Background: an optimization exercise with open tools, aiming at small area. Do not read the settings as production practice. In this exercise RTL edits were held to simulation tests only and were not proved equivalent to the original. The flow treats the clock pin as an ideal source. Dropping or thinning the clock tree relies on that and would not hold on a real chip. Power figures rest on the tool's default switching activity, not on a simulated workload.

== fjord ==
==> module robot, before the edit <==
module robot(
input fpgaclk,rst,en,
input [2:0] echo,
output [2:0] trigger,led,
output wire [3:0] sig_out_R,sig_out_L
);
localparam [15:0] T_RESET = 16'h2512;    
localparam [15:0] T_JUMP  = 16'hb604;    
localparam [16:0] K_RESET = 17'h19196;   
localparam [16:0] K_TICK  = 17'h08049;   
reg [15:0] t;
reg trig;
wire t_jump = (t == T_JUMP);
always @(posedge fpgaclk or posedge rst)
    if (rst) t <= T_RESET;
    else     t <= {t[14:0], t[15] ^ t[2] ^ t_jump};
always @(posedge fpgaclk or posedge rst)
    if (rst) trig <= 1'b0;
    else     trig <= t_jump | (trig & ~(t[2] & t[6]));
assign trigger = {3{trig}};
reg [14:0] e0, e1, e2;
wire [14:0] m0, m1, m2;
genvar gi;
generate for (gi = 0; gi < 15; gi = gi + 1) begin : g_m
    if (gi == 0) begin : g0
        assign m0[0] = echo[0]; assign m1[0] = echo[1]; assign m2[0] = echo[2];
    end else begin : gn
        assign m0[gi] = m0[gi-1] & e0[gi-1];
        assign m1[gi] = m1[gi-1] & e1[gi-1];
        assign m2[gi] = m2[gi-1] & e2[gi-1];
    end
end endgenerate
always @(posedge fpgaclk or posedge rst)
    if (rst) begin
        e0 <= 15'd0; e1 <= 15'd0; e2 <= 15'd0;
    end else begin
        e0 <= {15{~trig}} & (e0 ^ m0);
        e1 <= {15{~trig}} & (e1 ^ m1);
        e2 <= {15{~trig}} & (e2 ^ m2);
    end
wire [2:0] obs = {e2 < 15'd550, e1 < 15'd550, e0 < 15'd550};
assign led = ~obs;
reg dirR, dirL;
always @(posedge fpgaclk) begin
    dirR <= ~obs[1] & (~obs[2] | obs[0]);
    dirL <= ~obs[1] & (~obs[0] | obs[2]);
end
reg [16:0] k;
wire tick = (k == K_TICK);
always @(posedge fpgaclk or posedge rst)
    if (rst) k <= K_RESET;
    else     k <= {k[15:0], k[16] ^ k[2] ^ tick};
reg on, on_p;                 
reg dR, dL;
reg [1:0] phR_p, phL_p;
wire [1:0] phR = on_p ? {phR_p[1] ^ phR_p[0] ^ ~dR, ~phR_p[0]} : 2'b00;
wire [1:0] phL = on_p ? {phL_p[1] ^ phL_p[0] ^ ~dL, ~phL_p[0]} : 2'b00;
always @(posedge fpgaclk or posedge rst)
    if (rst) begin
        on <= 1'b0; on_p <= 1'b0;
    end else if (tick) begin
        on <= en; on_p <= on;
    end
always @(posedge fpgaclk)
    if (tick) begin
        dR <= dirR; phR_p <= phR;
        dL <= dirL; phL_p <= phL;
    end
assign sig_out_R = {on_p &  phR_p[1] &  phR_p[0], on_p &  phR_p[1] & ~phR_p[0],
                    on_p & ~phR_p[1] &  phR_p[0], on_p & ~phR_p[1] & ~phR_p[0]};
assign sig_out_L = {on_p &  phL_p[1] &  phL_p[0], on_p &  phL_p[1] & ~phL_p[0],
                    on_p & ~phL_p[1] &  phL_p[0], on_p & ~phL_p[1] & ~phL_p[0]};
endmodule
clock: 10.0 ns
lec_check: 0
cap_margin: 20
core_margin: 2
core_utilization: 80
gpl_timing_driven: 0
slew_margin: 20
buffer_ports_args: -buffer_cell sky130_fd_sc_hd__buf_1
cts_args: -sink_clustering_enable -repair_clock_nets -dont_use_dummy_load
post_cts_tcl: /design/flow/flow/merge_clk.tcl
pre_global_place_tcl: /design/flow/flow/remove_bufs.tcl
clk_groups: 4
clk_leaf_cell: sky130_fd_sc_hd__buf_8
standard.sh (not shown) runs the stock make flow with config.mk's settings and CLKGATE_MAP_FILE= SYNTH_SCRIPT=/design/flow/synth_recipe.tcl, a recipe that flattens the netlist after the stock synthesis.
==> flow/flow/run.sh <==
#!/bin/bash
# Standard layout (standard.sh, with the standard flow's synthesis) with these changes:
# - port buffers use the smallest buffer (buf_1);
# - CTS inserts no dummy loads, and after CTS flow/merge_clk.tcl replaces the
#   clock tree with 4 buf_8 leaf buffers fed from the clock port.
# The make output goes to standard_flow.log; each ORFS step keeps its own log
# under orfs/logs.
set -euo pipefail
cat >> config.mk <<EOC
export BUFFER_PORTS_ARGS = -buffer_cell sky130_fd_sc_hd__buf_1
export CTS_ARGS = -sink_clustering_enable -repair_clock_nets -dont_use_dummy_load
export POST_CTS_TCL = $PWD/flow/merge_clk.tcl
export PRE_GLOBAL_PLACE_TCL = $PWD/flow/remove_bufs.tcl
export CLK_GROUPS = 4
export CLK_LEAF_CELL = sky130_fd_sc_hd__buf_8
EOC
bash standard.sh finish > standard_flow.log 2>&1
Other scripts of this flow, unchanged in this note and not shown: flow/flow/merge_clk.tcl, flow/flow/remove_bufs.tcl
Here is what was changed in the inputs of quartz compared with fjord.
--- a/flow/design.v
+++ b/flow/design.v
@@ -5,12 +5,12 @@
 output [2:0] trigger,led,
 output wire [3:0] sig_out_R,sig_out_L
 );
 localparam [15:0] T_RESET = 16'h2512;    
 localparam [15:0] T_JUMP  = 16'hb604;    
-localparam [16:0] K_RESET = 17'h19196;   
-localparam [16:0] K_TICK  = 17'h08049;   
+localparam [16:0] K_RESET = 17'h11a22;   
+localparam [16:0] K_TICK  = 17'h0300e;   
 reg [15:0] t;
 reg trig;
 wire t_jump = (t == T_JUMP);
 always @(posedge fpgaclk or posedge rst)
     if (rst) t <= T_RESET;
@@ -29,30 +29,29 @@
         assign m0[gi] = m0[gi-1] & e0[gi-1];
         assign m1[gi] = m1[gi-1] & e1[gi-1];
         assign m2[gi] = m2[gi-1] & e2[gi-1];
     end
 end endgenerate
-always @(posedge fpgaclk or posedge rst)
-    if (rst) begin
-        e0 <= 15'd0; e1 <= 15'd0; e2 <= 15'd0;
-    end else begin
-        e0 <= {15{~trig}} & (e0 ^ m0);
-        e1 <= {15{~trig}} & (e1 ^ m1);
-        e2 <= {15{~trig}} & (e2 ^ m2);
+wire eclr = trig | rst;
+always @(posedge fpgaclk)
+    begin
+        e0 <= {15{~eclr}} & (e0 ^ m0);
+        e1 <= {15{~eclr}} & (e1 ^ m1);
+        e2 <= {15{~eclr}} & (e2 ^ m2);
     end
 wire [2:0] obs = {e2 < 15'd550, e1 < 15'd550, e0 < 15'd550};
-assign led = ~obs;
+assign led = ~obs & {3{~rst}};
 reg dirR, dirL;
 always @(posedge fpgaclk) begin
     dirR <= ~obs[1] & (~obs[2] | obs[0]);
     dirL <= ~obs[1] & (~obs[0] | obs[2]);
 end
 reg [16:0] k;
 wire tick = (k == K_TICK);
 always @(posedge fpgaclk or posedge rst)
     if (rst) k <= K_RESET;
-    else     k <= {k[15:0], k[16] ^ k[2] ^ tick};
+    else     k <= {k[15:0], ~(k[16] ^ k[5]) ^ tick};
 reg on, on_p;                 
 reg dR, dL;
 reg [1:0] phR_p, phL_p;
 wire [1:0] phR = on_p ? {phR_p[1] ^ phR_p[0] ^ ~dR, ~phR_p[0]} : 2'b00;
 wire [1:0] phL = on_p ? {phL_p[1] ^ phL_p[0] ^ ~dL, ~phL_p[0]} : 2'b00;
==> comparison <==
quartz has combinational power below what fjord had. Pin slew with the least headroom to its limit: quartz and fjord compared, lower one is quartz. quartz vs fjord, combinational family with the most area after synthesis: simple AND/OR/NAND/NOR gates vs adder cells. Sort quartz and fjord by wire length of the first global-routing pass, descending, and fjord comes first. quartz | status: complete | timing, DRC, antenna: pass. Diff fjord -> quartz: final setup slack of the worst path has decreased, final area has decreased.
No run of this note takes its clock network from TritonCTS; it comes from the design's own scripts or RTL.

afterwards: timing with drivers on the ports:
Ports are ideal in the flow. The routed layouts listed here were re-timed in OpenROAD. Step 1 (the two cells are an assumption about what drives the block):
set clk [get_ports {fpgaclk}]
set_driving_cell -lib_cell sky130_fd_sc_hd__clkbuf_16 $clk
set_driving_cell -lib_cell sky130_fd_sc_hd__buf_2 [delete_from_list [all_inputs] $clk]
Step 2 adds t to the input delays and takes it off the output delays; t is the mean of the earliest and latest rising clock arrival at the registers after step 1. Input paths then give back, and output paths get back, about the clock's delay inside the block. a / b / c = no drivers / after step 1 / after step 2; a / b = the first two.
| run | t (ns) | setup WS [ns] | worst setup path at the end | worst register clock-pin slew, ns |
|---|---|---|---|---|
| fjord | 0.201 | 5.071 / 5.109 / 4.908 | input to register | 0.11 / 0.11 |
| quartz | 0.204 | 5.016 / 5.063 / 4.860 | input to register | 0.11 / 0.11 |
After both steps setup and hold are still met in every run listed. The setup slack of fjord, which loses most, moves by +0.038 ns with the drivers and by -0.163 ns with both steps.
